What follows belongs to an exercise in optimizing a design on an open flow for small area, a short achievable clock period and few clock cycles per item; a production flow would make more cautious choices. The RTL was checked by simulation tests, not by an equivalence proof against the original design. The clock port is modelled as an ideal driver, which makes a skipped or thinned clock tree look cheaper than it is; a real chip needs a root buffer or a tree. Power is estimated from default activity; no workload was simulated.

Setup of job 5616:
// fp_add
module fp_add (
    input  [63:0] in_A,
    input  [63:0] in_B,
    input         clk,
    input         rst_n,
    input         in_valid,
    output [63:0] result,
    output        out_valid
);
integer k;
reg [6:0] v;
always @(posedge clk or negedge rst_n) begin
    if (!rst_n) v <= 7'd0;
    else        v <= {v[5:0], in_valid};
end
assign out_valid = v[6];
wire hA_i = |in_A[62:52], hB_i = |in_B[62:52];
reg [63:0] a0, b0;
reg        hA, hB;
always @(posedge clk) begin
    a0 <= {in_A[63:53], in_A[52] | ~hA_i, in_A[51:0]};
    b0 <= {in_B[63:53], in_B[52] | ~hB_i, in_B[51:0]};
    hA <= hA_i;
    hB <= hB_i;
end
wire        sA = a0[63], sB = b0[63];
wire [10:0] eA = a0[62:52], eB = b0[62:52];
wire [51:0] mA = a0[51:0],  mB = b0[51:0];
wire [52:0] fA = {hA, mA};
wire [52:0] fB = {hB, mB};
wire        infA = &eA, infB = &eB;
wire        nanA = infA & (|mA), nanB = infB & (|mB);
wire [11:0] dAB  = {1'b0, eA} - {1'b0, eB};
wire [11:0] dBA  = {1'b0, eB} - {1'b0, eA};
wire        a_ge = ~dAB[11];                        
wire [6:0]  s7   = a_ge ? dAB[6:0] : dBA[6:0];    
wire        o64  = a_ge ? (|dAB[10:6]) : (|dBA[10:6]);
wire        o128 = a_ge ? (|dAB[10:7]) : (|dBA[10:7]);
wire        sub  = sA ^ sB;
reg  [52:0] fBig1, fSm1;
reg  [6:0]  sc1;
reg         o64_1, o128_1;
reg  [10:0] E1;
reg         sgn1, sub1, inf1, nan1;
always @(posedge clk) begin
    fBig1 <= a_ge ? fA : fB;
    fSm1  <= a_ge ? (fB ^ {53{sub}}) : (fA ^ {53{sub}});
    sc1   <= s7;
    o64_1 <= o64;
  ...
Size: roughly 3800 cells after synthesis, ~670 flip-flops, about 200 I/O pins, ~34000 um2 of cells after synthesis.
clock: 10.0 ns
lec_check: 0
cap_margin: 20
core_margin: 2
core_utilization: 60
slew_margin: 20
standard.sh (not shown) runs the stock make flow with config.mk's settings and CLKGATE_MAP_FILE= SYNTH_SCRIPT=/design/flow/synth_recipe.tcl, a recipe that flattens the netlist after the stock synthesis.
==> flow/flow/run.sh <==
#!/bin/bash
set -euo pipefail
TREE=$PWD/flow/cts_tree.tcl
PORTS="BUFFER_PORTS_ARGS=-inputs -outputs -buffer_cell sky130_fd_sc_hd__buf_1"
bash standard.sh synth > synth.log 2>&1
bash standard.sh SETUP_SLACK_MARGIN=7 floorplan > floorplan.log 2>&1
bash standard.sh SETUP_SLACK_MARGIN=7 "$PORTS" place > place.log 2>&1
bash standard.sh SETUP_SLACK_MARGIN=7 PRE_CTS_TCL=$TREE cts > cts.log 2>&1
for step in grt route finish; do
  bash standard.sh SETUP_SLACK_MARGIN=7 $step > $step.log 2>&1
done
Other scripts of this flow, unchanged in this note and not shown: flow/flow/cts_tree.tcl
Testbench counts of job 5616, summed over its fixed seeds: cycles 80,056, items 80,000.
The following lists how job 7080 was set up differently from job 5616:
==> flow/flow/run.sh <==
#!/bin/bash
set -euo pipefail
TREE=$PWD/flow/cts_tree.tcl
PORTS="BUFFER_PORTS_ARGS=-inputs -outputs -buffer_cell sky130_fd_sc_hd__buf_1"
bash standard.sh synth > synth.log 2>&1
bash standard.sh SETUP_SLACK_MARGIN=7.1 floorplan > floorplan.log 2>&1
bash standard.sh SETUP_SLACK_MARGIN=7.1 "$PORTS" place > place.log 2>&1
bash standard.sh SETUP_SLACK_MARGIN=7.1 PRE_CTS_TCL=$TREE cts > cts.log 2>&1
for step in grt route finish; do
  bash standard.sh SETUP_SLACK_MARGIN=7.1 $step > $step.log 2>&1
done
diff --git a/flow/config.mk b/flow/config.mk
--- a/flow/config.mk
+++ b/flow/config.mk
@@ -9,3 +9,4 @@
 export CORE_MARGIN = 2
 export CORE_UTILIZATION = 60
+export PLACE_DENSITY = 0.7
 export SLEW_MARGIN = 20
==> comparison <==
Job 7080: switching portion of total power 0.25 points above job 5616
Delta (job 7080 minus job 5616): sequential element share of the synthesized area now sits at about the same level; average wire per standard cell now sits higher; data arrival at the endpoint of the critical path now sits lower; worst setup slack for register-to-register paths now sits higher.
Job 5616 vs job 7080, uppermost metal layer occupied by signal nets: met5 vs met4
Job 5616 → job 7080: part of the power in combinational logic climbed 0.7 points; design area picked up an extra about 2.3%; number of instances in the placed design closely matched the old numbers; power density normalized to cell area closely matched the old numbers.
For job 7080, the category of the critical setup timing path was reg2out, unlike job 5616, where it was reg2reg.
The final cell utilization of the core of job 7080 is higher than that of job 5616.
Inputs modified between job 7080 and job 5436:
==> flow/flow/run.sh <==
#!/bin/bash
set -euo pipefail
TREE=$PWD/flow/cts_tree.tcl
PORTS="BUFFER_PORTS_ARGS=-inputs -outputs -buffer_cell sky130_fd_sc_hd__buf_1"
MY_ABC_SCRIPT=$PWD/flow/map.abc bash standard.sh SYNTH_SCRIPT=$PWD/flow/my_synth.tcl synth > synth.log 2>&1
bash standard.sh SETUP_SLACK_MARGIN=7 floorplan > floorplan.log 2>&1
bash standard.sh SETUP_SLACK_MARGIN=7 "$PORTS" place > place.log 2>&1
bash standard.sh SETUP_SLACK_MARGIN=7 PRE_CTS_TCL=$TREE cts > cts.log 2>&1
for step in grt route finish; do
  bash standard.sh SETUP_SLACK_MARGIN=7 $step > $step.log 2>&1
done
==> flow/flow/map.abc (new file) <==
strash
dch
map -D 2500
topo
stime -c
buffer -c
upsize -c -D 2500
dnsize -c -D 2500
==> flow/flow/my_synth.tcl (new file) <==
# synth_recipe.tcl (the standard synthesis script) with one change: the
# final ABC technology mapping uses flow/map.abc, a delay-targeted mapping
# (map -D 2500) with buffering and sizing, instead of ORFS's abc_speed
# script. Registers, their names and cell types are untouched: ABC maps only
# the logic between them.
proc synth {args} { yosys synth -nofsm -noshare {*}$args }
proc abc {args} {
  set i [lsearch -exact $args -script]
  if {$i >= 0} { lset args [expr {$i + 1}] $::env(MY_ABC_SCRIPT) }
  yosys abc {*}$args
}
source $::env(SCRIPTS_DIR)/synth.tcl
# left out here: clear keep_hierarchy, flatten, clean up, hide names made inside functions, write 1_2_yosys.v
diff --git a/flow/config.mk b/flow/config.mk
--- a/flow/config.mk
+++ b/flow/config.mk
@@ -8,5 +8,4 @@
 export CAP_MARGIN = 20
 export CORE_MARGIN = 2
-export CORE_UTILIZATION = 60
-export PLACE_DENSITY = 0.7
+export CORE_UTILIZATION = 55
 export SLEW_MARGIN = 20
### Flow results
- Job 5436 reports a lower met1 demand-to-capacity share in global routing than job 7080 does.
- Looking at count of inverters not on the clock network in the layout, job 5436 sits above job 7080.
- Area growth from synthesis to layout for job 5436: 0.26 points up relative to job 7080
- Taking job 7080 as the reference, in job 5436 flip-flop and latch share of the layout cell area went up 1.2 points; fmax went down 58 MHz; wire length went down about 10%; clock-pin slew of the registers on the worst-case setup and hold paths held.
### job 5436 -> job 7490
==> flow/flow/run.sh <==
#!/bin/bash
set -euo pipefail
TREE=$PWD/flow/cts_tree.tcl
PORTS="BUFFER_PORTS_ARGS=-inputs -outputs -buffer_cell sky130_fd_sc_hd__buf_1"
bash standard.sh synth > synth.log 2>&1
bash standard.sh SETUP_SLACK_MARGIN=7.1 floorplan > floorplan.log 2>&1
bash standard.sh SETUP_SLACK_MARGIN=7.1 "$PORTS" place > place.log 2>&1
bash standard.sh SETUP_SLACK_MARGIN=7.1 PRE_CTS_TCL=$TREE cts > cts.log 2>&1
for step in grt route finish; do
  bash standard.sh SETUP_SLACK_MARGIN=7.1 $step > $step.log 2>&1
done
diff --git a/flow/config.mk b/flow/config.mk
--- a/flow/config.mk
+++ b/flow/config.mk
@@ -8,4 +8,4 @@
 export CAP_MARGIN = 20
 export CORE_MARGIN = 2
-export CORE_UTILIZATION = 55
+export CORE_UTILIZATION = 60
 export SLEW_MARGIN = 20
removed: flow/flow/map.abc
removed: flow/flow/my_synth.tcl
Findings:
Job 7490 against job 5436: number of I/O pins held steady, non-clock inverter total of the final layout went down 77%, ratio of total power to cell area shrank by 1.9 nW/um2, switching power total -3.3%. Re synthesized area per cell: job 5436 and job 7490 aren't equal, and the higher value belongs to job 7490. Delta(total power, job 7490 - job 5436) > 0. Number of global-route vias before repair, job 7490 vs job 5436: up by a few percent. Final cell area: job 7490 above job 5436. Global-route usage in job 7490 is 4.1 points higher than in job 5436. Per the comparison of job 7490 with job 5436, period utilization now smaller, quantity of gates resized following cts now larger.
In every run of this note, the design's own scripts or RTL, not TritonCTS, make the clock network.


== quartz ==
Another version of the RTL of fp_add (not shown whole).
For scale: ~670 flip-flops.
==> flow/config.mk <==
export PLATFORM = sky130hd
export DESIGN_NAME = fp_add
export DESIGN_NICKNAME = fp_add
export VERILOG_FILES = /design/flow/design.v
export SDC_FILE = /design/flow/constraint.sdc
export NUM_CORES = 8
export LEC_CHECK = 0
export CAP_MARGIN = 20
export CORE_MARGIN = 2
export CORE_UTILIZATION = 63
export SLEW_MARGIN = 20
==> flow/constraint.sdc <==
create_clock -name core_clock -period 10.0 [get_ports {clk}]
set_input_delay 2.0000 -clock core_clock [delete_from_list [all_inputs] [get_ports {clk}]]
set_output_delay 2.0000 -clock core_clock [all_outputs]
set_load 0.01 [all_outputs]
==> flow/flow/run.sh <==
#!/bin/bash
set -euo pipefail
TREE=$PWD/flow/cts_tree.tcl
PORTS="BUFFER_PORTS_ARGS=-inputs -outputs -buffer_cell sky130_fd_sc_hd__buf_1"
MY_ABC_SCRIPT=$PWD/flow/map.abc bash standard.sh SYNTH_SCRIPT=$PWD/flow/my_synth.tcl synth > synth.log 2>&1
bash standard.sh SETUP_SLACK_MARGIN=7.15 floorplan > floorplan.log 2>&1
bash standard.sh SETUP_SLACK_MARGIN=7.15 "$PORTS" place > place.log 2>&1
bash standard.sh SETUP_SLACK_MARGIN=7.15 PRE_CTS_TCL=$TREE cts > cts.log 2>&1
for step in grt route finish; do
  bash standard.sh SETUP_SLACK_MARGIN=7.15 $step > $step.log 2>&1
done
==> flow/flow/cts_tree.tcl <==
proc my_clock_tree { {nleaf 20} {nroot 4} } {
  set db [ord::get_db]
  set block [ord::get_db_block]
  set master [$db findMaster sky130_fd_sc_hd__buf_16]
  set m8 [$db findMaster sky130_fd_sc_hd__buf_8]
  set m12 [$db findMaster sky130_fd_sc_hd__buf_12]
  set clk_net [$block findNet clk]
  set sinks {}
  foreach it [$clk_net getITerms] {
    set inst [$it getInst]
    set bb [$inst getBBox]
    lappend sinks [list $it [expr {([$bb xMin] + [$bb xMax]) / 2.0}] [expr {([$bb yMin] + [$bb yMax]) / 2.0}]]
  }
  set n [llength $sinks]
  # k-means: seed with sinks spread by sorted order
  set sorted [lsort -real -index 1 $sinks]
  set cx {}; set cy {}
  for {set k 0} {$k < $nleaf} {incr k} {
    set s [lindex $sorted [expr {int(($k + 0.5) * $n / $nleaf)}]]
    lappend cx [lindex $s 1]; lappend cy [lindex $s 2]
  }
  for {set iter 0} {$iter < 30} {incr iter} {
    set sx [lrepeat $nleaf 0.0]; set sy [lrepeat $nleaf 0.0]; set cnt [lrepeat $nleaf 0]
    set assign {}
    foreach s $sinks {
      set x [lindex $s 1]; set y [lindex $s 2]
      set best 0; set bd 1e30
      for {set k 0} {$k < $nleaf} {incr k} {
        set d [expr {abs($x - [lindex $cx $k]) + abs($y - [lindex $cy $k])}]
        if {$d < $bd} { set bd $d; set best $k }
      }
      lappend assign $best
      lset sx $best [expr {[lindex $sx $best] + $x}]
      lset sy $best [expr {[lindex $sy $best] + $y}]
      lset cnt $best [expr {[lindex $cnt $best] + 1}]
    }
    for {set k 0} {$k < $nleaf} {incr k} {
      if {[lindex $cnt $k] > 0} {
        lset cx $k [expr {[lindex $sx $k] / [lindex $cnt $k]}]
        lset cy $k [expr {[lindex $sy $k] / [lindex $cnt $k]}]
      }
    }
  }
  # roots: k-means of leaf centres into nroot groups
  set leaves {}
  for {set k 0} {$k < $nleaf} {incr k} { lappend leaves [list $k [lindex $cx $k] [lindex $cy $k]] }
  set lsorted [lsort -real -index 1 $leaves]
  set rx {}; set ry {}
  for {set r 0} {$r < $nroot} {incr r} {
    set s [lindex $lsorted [expr {int(($r + 0.5) * $nleaf / $nroot)}]]
    lappend rx [lindex $s 1]; lappend ry [lindex $s 2]
  }
  set rassign [lrepeat $nleaf 0]
  for {set iter 0} {$iter < 20} {incr iter} {
    set sx [lrepeat $nroot 0.0]; set sy [lrepeat $nroot 0.0]; set cnt [lrepeat $nroot 0]
    for {set k 0} {$k < $nleaf} {incr k} {
      set x [lindex $cx $k]; set y [lindex $cy $k]
      set best 0; set bd 1e30
      for {set r 0} {$r < $nroot} {incr r} {
        set d [expr {abs($x - [lindex $rx $r]) + abs($y - [lindex $ry $r])}]
        if {$d < $bd} { set bd $d; set best $r }
      }
      lset rassign $k $best
      lset sx $best [expr {[lindex $sx $best] + $x}]
      lset sy $best [expr {[lindex $sy $best] + $y}]
      lset cnt $best [expr {[lindex $cnt $best] + 1}]
    }
    for {set r 0} {$r < $nroot} {incr r} {
      if {[lindex $cnt $r] > 0} {
        lset rx $r [expr {[lindex $sx $r] / [lindex $cnt $r]}]
        lset ry $r [expr {[lindex $sy $r] / [lindex $cnt $r]}]
      }
    }
  }
  set w [$master getWidth]; set h [$master getHeight]
  # root buffers
  set rnets {}
  for {set r 0} {$r < $nroot} {incr r} {
    set inst [odb::dbInst_create $block $master "clkroot_$r"]
    set net [odb::dbNet_create $block "clkroot_net_$r"]
    $net setSigType CLOCK
    [$inst findITerm A] connect $clk_net
    [$inst findITerm X] connect $net
    $inst setLocation [expr {int([lindex $rx $r] - $w / 2)}] [expr {int([lindex $ry $r] - $h / 2)}]
    $inst setPlacementStatus PLACED
    lappend rnets $net
  }
  # leaf buffers
  set lcnt [lrepeat $nleaf 0]
  foreach a $assign { lset lcnt $a [expr {[lindex $lcnt $a] + 1}] }
  set lnets {}
  for {set k 0} {$k < $nleaf} {incr k} {
    set lm [expr {[lindex $lcnt $k] > 20 ? $m12 : $m8}]
    set inst [odb::dbInst_create $block $lm "clkleaf_$k"]
    set net [odb::dbNet_create $block "clkleaf_net_$k"]
    $net setSigType CLOCK
    [$inst findITerm A] connect [lindex $rnets [lindex $rassign $k]]
    [$inst findITerm X] connect $net
    $inst setLocation [expr {int([lindex $cx $k] - [$lm getWidth] / 2)}] [expr {int([lindex $cy $k] - [$lm getHeight] / 2)}]
    $inst setPlacementStatus PLACED
    lappend lnets $net
  }
  set i 0
  foreach s $sinks {
    set it [lindex $s 0]
    $it disconnect
    $it connect [lindex $lnets [lindex $assign $i]]
    incr i
  }
  $clk_net setSigType CLOCK
  set_propagated_clock [all_clocks]
  # leaf sizing for the flip-flop clock transition
  set order [list sky130_fd_sc_hd__buf_8 sky130_fd_sc_hd__buf_12 sky130_fd_sc_hd__buf_16]
  for {set pass 0} {$pass < 3} {incr pass} {
    estimate_parasitics -placement
    set changed 0
    for {set k 0} {$k < $nleaf} {incr k} {
      set inst [$block findInst "clkleaf_$k"]
      set worst 0
      foreach it [[lindex $lnets $k] getITerms] {
        if {[$it getIoType] eq "INPUT"} {
          set pin [get_pins [[$it getInst] getName]/[[$it getMTerm] getName]]
          foreach p {slew_max_rise slew_max_fall} {
            set v [get_property $pin $p]
            if {$v > $worst} { set worst $v }
          }
        }
      }
      set cur [[$inst getMaster] getName]
      set i [lsearch -exact $order $cur]
      if {$worst > 0.090 && $i >= 0 && $i < 2} {
        $inst swapMaster [$db findMaster [lindex $order [expr {$i + 1}]]]
        set changed 1
      }
    }
    if {!$changed} { break }
  }
  puts "my_clock_tree: $n sinks, $nleaf leaves, $nroot roots"
}

rename clock_tree_synthesis tritoncts_clock_tree_synthesis
proc clock_tree_synthesis { args } {
  my_clock_tree 48 4
}
==> flow/flow/map.abc <==
strash
dch
map -D 1900
topo
stime -c
buffer -c
upsize -c -D 1900
dnsize -c -D 1900
==> flow/flow/my_synth.tcl <==
# synth_recipe.tcl (the standard synthesis script) with one change: the
# final ABC technology mapping uses flow/map.abc, a delay-targeted mapping
# (map -D 1900) with buffering and sizing, instead of ORFS's abc_speed
# script. Registers, their names and cell types are untouched: ABC maps only
# the logic between them.
proc synth {args} { yosys synth -nofsm -noshare {*}$args }
proc abc {args} {
  set i [lsearch -exact $args -script]
  if {$i >= 0} { lset args [expr {$i + 1}] $::env(MY_ABC_SCRIPT) }
  yosys abc {*}$args
}
source $::env(SCRIPTS_DIR)/synth.tcl
# left out here: clear keep_hierarchy, flatten, clean up, hide names made inside functions, write 1_2_yosys.v
Testbench counts of quartz, summed over its fixed seeds: cycles 80,056, items 80,000.
### quartz -> violet
==> flow/flow/map.abc <==
strash
dch
map -D 1800
topo
stime -c
buffer -c
upsize -c -D 1800
dnsize -c -D 1800
-- flow/flow/my_synth.tcl --
<<< quartz, line 3
# (map -D 1900) with buffering and sizing, instead of ORFS's abc_speed
>>> violet, line 3
# (map -D 1800) with buffering and sizing, instead of ORFS's abc_speed
Notes after the runs:
- Looking at quartz and violet, the per-instance average area after synthesis is a wash.
- quartz → violet: post-route fraction of the period consumed by the critical path increased 0.32 points, die boundary width essentially unchanged, synthesized area essentially unchanged, non-clock inverter total of the final layout decreased 4, synthesized cell count essentially unchanged.
- Looking at the reports, violet completed the entire flow and the layout it produced met the timing, DRC and antenna checks.
- violet -> quartz: leftover overflow at the end of global routing delta 0, exact match
For onyx, these inputs were changed with respect to violet:
- swapping 20 for 5 in CAP_MARGIN
- swapping 20 for 5 in SLEW_MARGIN
-- flow/flow/cts_tree.tcl --
<<< violet, line 1
>>> onyx, line 1
# Sourced by ORFS's cts.tcl (PRE_CTS_TCL) in place of TritonCTS: builds a
# two-level clock tree. Root buffers on the clock port each drive a group
# of leaf buffers; each leaf buffer sits at the centre of a k-means cluster
# of flip-flops and drives them. All flip-flops see the same two buffer
# stages; the tree only shortens the clock's insertion delay. The roots are
# buf_16; a leaf is buf_8, or buf_12 when it drives more than 20
# flip-flops (plain buffers: faster than the clkbuf cells at these loads).
<<< violet, line 111
  set_propagated_clock [all_clocks]
  # leaf sizing for the flip-flop clock transition
  set order [list sky130_fd_sc_hd__buf_8 sky130_fd_sc_hd__buf_12 sky130_fd_sc_hd__buf_16]
  for {set pass 0} {$pass < 3} {incr pass} {
    estimate_parasitics -placement
    set changed 0
    for {set k 0} {$k < $nleaf} {incr k} {
      set inst [$block findInst "clkleaf_$k"]
      set worst 0
      foreach it [[lindex $lnets $k] getITerms] {
        if {[$it getIoType] eq "INPUT"} {
          set pin [get_pins [[$it getInst] getName]/[[$it getMTerm] getName]]
          foreach p {slew_max_rise slew_max_fall} {
            set v [get_property $pin $p]
            if {$v > $worst} { set worst $v }
          }
        }
      }
      set cur [[$inst getMaster] getName]
      set i [lsearch -exact $order $cur]
      if {$worst > 0.090 && $i >= 0 && $i < 2} {
        $inst swapMaster [$db findMaster [lindex $order [expr {$i + 1}]]]
        set changed 1
      }
    }
    if {!$changed} { break }
  }
>>> onyx, line 118
<<< violet, line 143
  my_clock_tree 48 4
>>> onyx, line 123
  my_clock_tree 40 4
==> flow/flow/map.abc <==
strash
dch
map -D 1900
topo
stime -c
buffer -c
upsize -c -D 1900
dnsize -c -D 1900
-- flow/flow/my_synth.tcl --
<<< violet, line 3
# (map -D 1800) with buffering and sizing, instead of ORFS's abc_speed
>>> onyx, line 3
# (map -D 1900) with buffering and sizing, instead of ORFS's abc_speed
## What came out
Clock skew is higher on onyx
Looking only at internal portion of total power, and setting everything else aside, the higher value of violet and onyx goes to violet.
~same die area in violet and onyx
onyx vs. violet: combinational group share of total power went down by 0.2 points.
[compare] base=violet new=onyx: post-layout utilization of the core dropped 1.4 points, DRC violation total after the first TritonRoute iteration lost 9.4%.
Higher share of cells above drive strength 1 among violet and onyx: violet
Diff onyx..violet | sequential cell area | negligible
onyx vs. violet: synthesized cell count level; floorplan die width shows no meaningful change; synthesized area barely changed.
Changes in nickel relative to onyx:
- a change of CAP_MARGIN from 5 to 20
- a change of CORE_UTILIZATION from 63 to 60
- a change of SLEW_MARGIN from 5 to 20
==> flow/flow/run.sh <==
#!/bin/bash
set -euo pipefail
TREE=$PWD/flow/cts_tree.tcl
PORTS="BUFFER_PORTS_ARGS=-inputs -outputs -buffer_cell sky130_fd_sc_hd__buf_1"
MY_ABC_SCRIPT=$PWD/flow/map.abc bash standard.sh SYNTH_SCRIPT=$PWD/flow/my_synth.tcl synth > synth.log 2>&1
bash standard.sh SETUP_SLACK_MARGIN=7.1 floorplan > floorplan.log 2>&1
bash standard.sh SETUP_SLACK_MARGIN=7.1 "$PORTS" place > place.log 2>&1
bash standard.sh SETUP_SLACK_MARGIN=7.1 PRE_CTS_TCL=$TREE cts > cts.log 2>&1
for step in grt route finish; do
  bash standard.sh SETUP_SLACK_MARGIN=7.1 $step > $step.log 2>&1
done
-- flow/flow/cts_tree.tcl --
<<< onyx, line 5
# stages; the tree only shortens the clock's insertion delay. The roots are
# buf_16; a leaf is buf_8, or buf_12 when it drives more than 20
# flip-flops (plain buffers: faster than the clkbuf cells at these loads).
proc my_clock_tree { {nleaf 20} {nroot 4} } {
>>> nickel, line 5
# stages; the tree only shortens the clock's insertion delay.
proc my_clock_tree { {nleaf 20} {nroot 4} {bufname sky130_fd_sc_hd__clkbuf_16} } {
<<< onyx, line 11
  set master [$db findMaster sky130_fd_sc_hd__buf_16]
  set m8 [$db findMaster sky130_fd_sc_hd__buf_8]
  set m12 [$db findMaster sky130_fd_sc_hd__buf_12]
>>> nickel, line 9
  set master [$db findMaster $bufname]
<<< onyx, line 96
  set lcnt [lrepeat $nleaf 0]
  foreach a $assign { lset lcnt $a [expr {[lindex $lcnt $a] + 1}] }
>>> nickel, line 92
<<< onyx, line 100
    set lm [expr {[lindex $lcnt $k] > 20 ? $m12 : $m8}]
    set inst [odb::dbInst_create $block $lm "clkleaf_$k"]
>>> nickel, line 94
    set inst [odb::dbInst_create $block $master "clkleaf_$k"]
<<< onyx, line 106
    $inst setLocation [expr {int([lindex $cx $k] - [$lm getWidth] / 2)}] [expr {int([lindex $cy $k] - [$lm getHeight] / 2)}]
>>> nickel, line 99
    $inst setLocation [expr {int([lindex $cx $k] - $w / 2)}] [expr {int([lindex $cy $k] - $h / 2)}]
==> flow/flow/map.abc <==
strash
dch
map -D 2100
topo
stime -c
buffer -c
upsize -c -D 2100
dnsize -c -D 2100
-- flow/flow/my_synth.tcl --
<<< onyx, line 3
# (map -D 1900) with buffering and sizing, instead of ORFS's abc_speed
>>> nickel, line 3
# (map -D 2100) with buffering and sizing, instead of ORFS's abc_speed
Findings:
- met4 as the top layer reached by signal wires was reported by nickel, and met5 by onyx.
- Final critical-path setup slack delta for nickel relative to onyx: 0.11 ns lower
- Compared with onyx, number of gates resized after CTS in nickel decreased by more than 10%.
- Combinational power: nickel > onyx
No run of this note takes its clock network from TritonCTS; it comes from the design's own scripts or RTL.

## re-timing with driven ports
Ports are ideal in the flow. The routed layouts listed here were re-timed in OpenROAD. Step 1 sets driving cells, clkbuf_16 on the clock port and buf_2 on the other inputs (assumed; they add their load-dependent delay and slew). Step 2 also shifts input and output timing later by t, the mid clock arrival at the registers, as if the neighbouring blocks saw the same clock. a / b / c = no drivers / after step 1 / after step 2; a / b = the first two.
run | t (ns) | setup slack, ns | worst setup path after step 2 | latest minus earliest clock arrival (ns) | cell pins on the clock port's net
job 5616 | 0.520 | 7.031 / 6.919 / 7.031 | register to register | 0.087 / 0.087 | 4
job 7080 | 0.533 | 7.072 / 6.931 / 7.082 | register to register | 0.132 / 0.132 | 4
job 5436 | 0.515 | 6.477 / 6.477 / 6.477 | register to register | 0.093 / 0.094 | 4
job 7490 | 0.516 | 7.098 / 6.966 / 7.115 | register to register | 0.105 / 0.104 | 4
quartz | 0.492 | 7.160 / 7.014 / 7.198 | register to register | 0.082 / 0.083 | 4
violet | 0.491 | 7.128 / 6.979 / 7.132 | register to register | 0.097 / 0.096 | 4
onyx | 0.482 | 7.154 / 7.002 / 7.199 | register to register | 0.105 / 0.104 | 4
nickel | 0.531 | 7.047 / 6.912 / 7.082 | register to register | 0.115 / 0.114 | 4
After both steps every run listed still meets setup and hold.
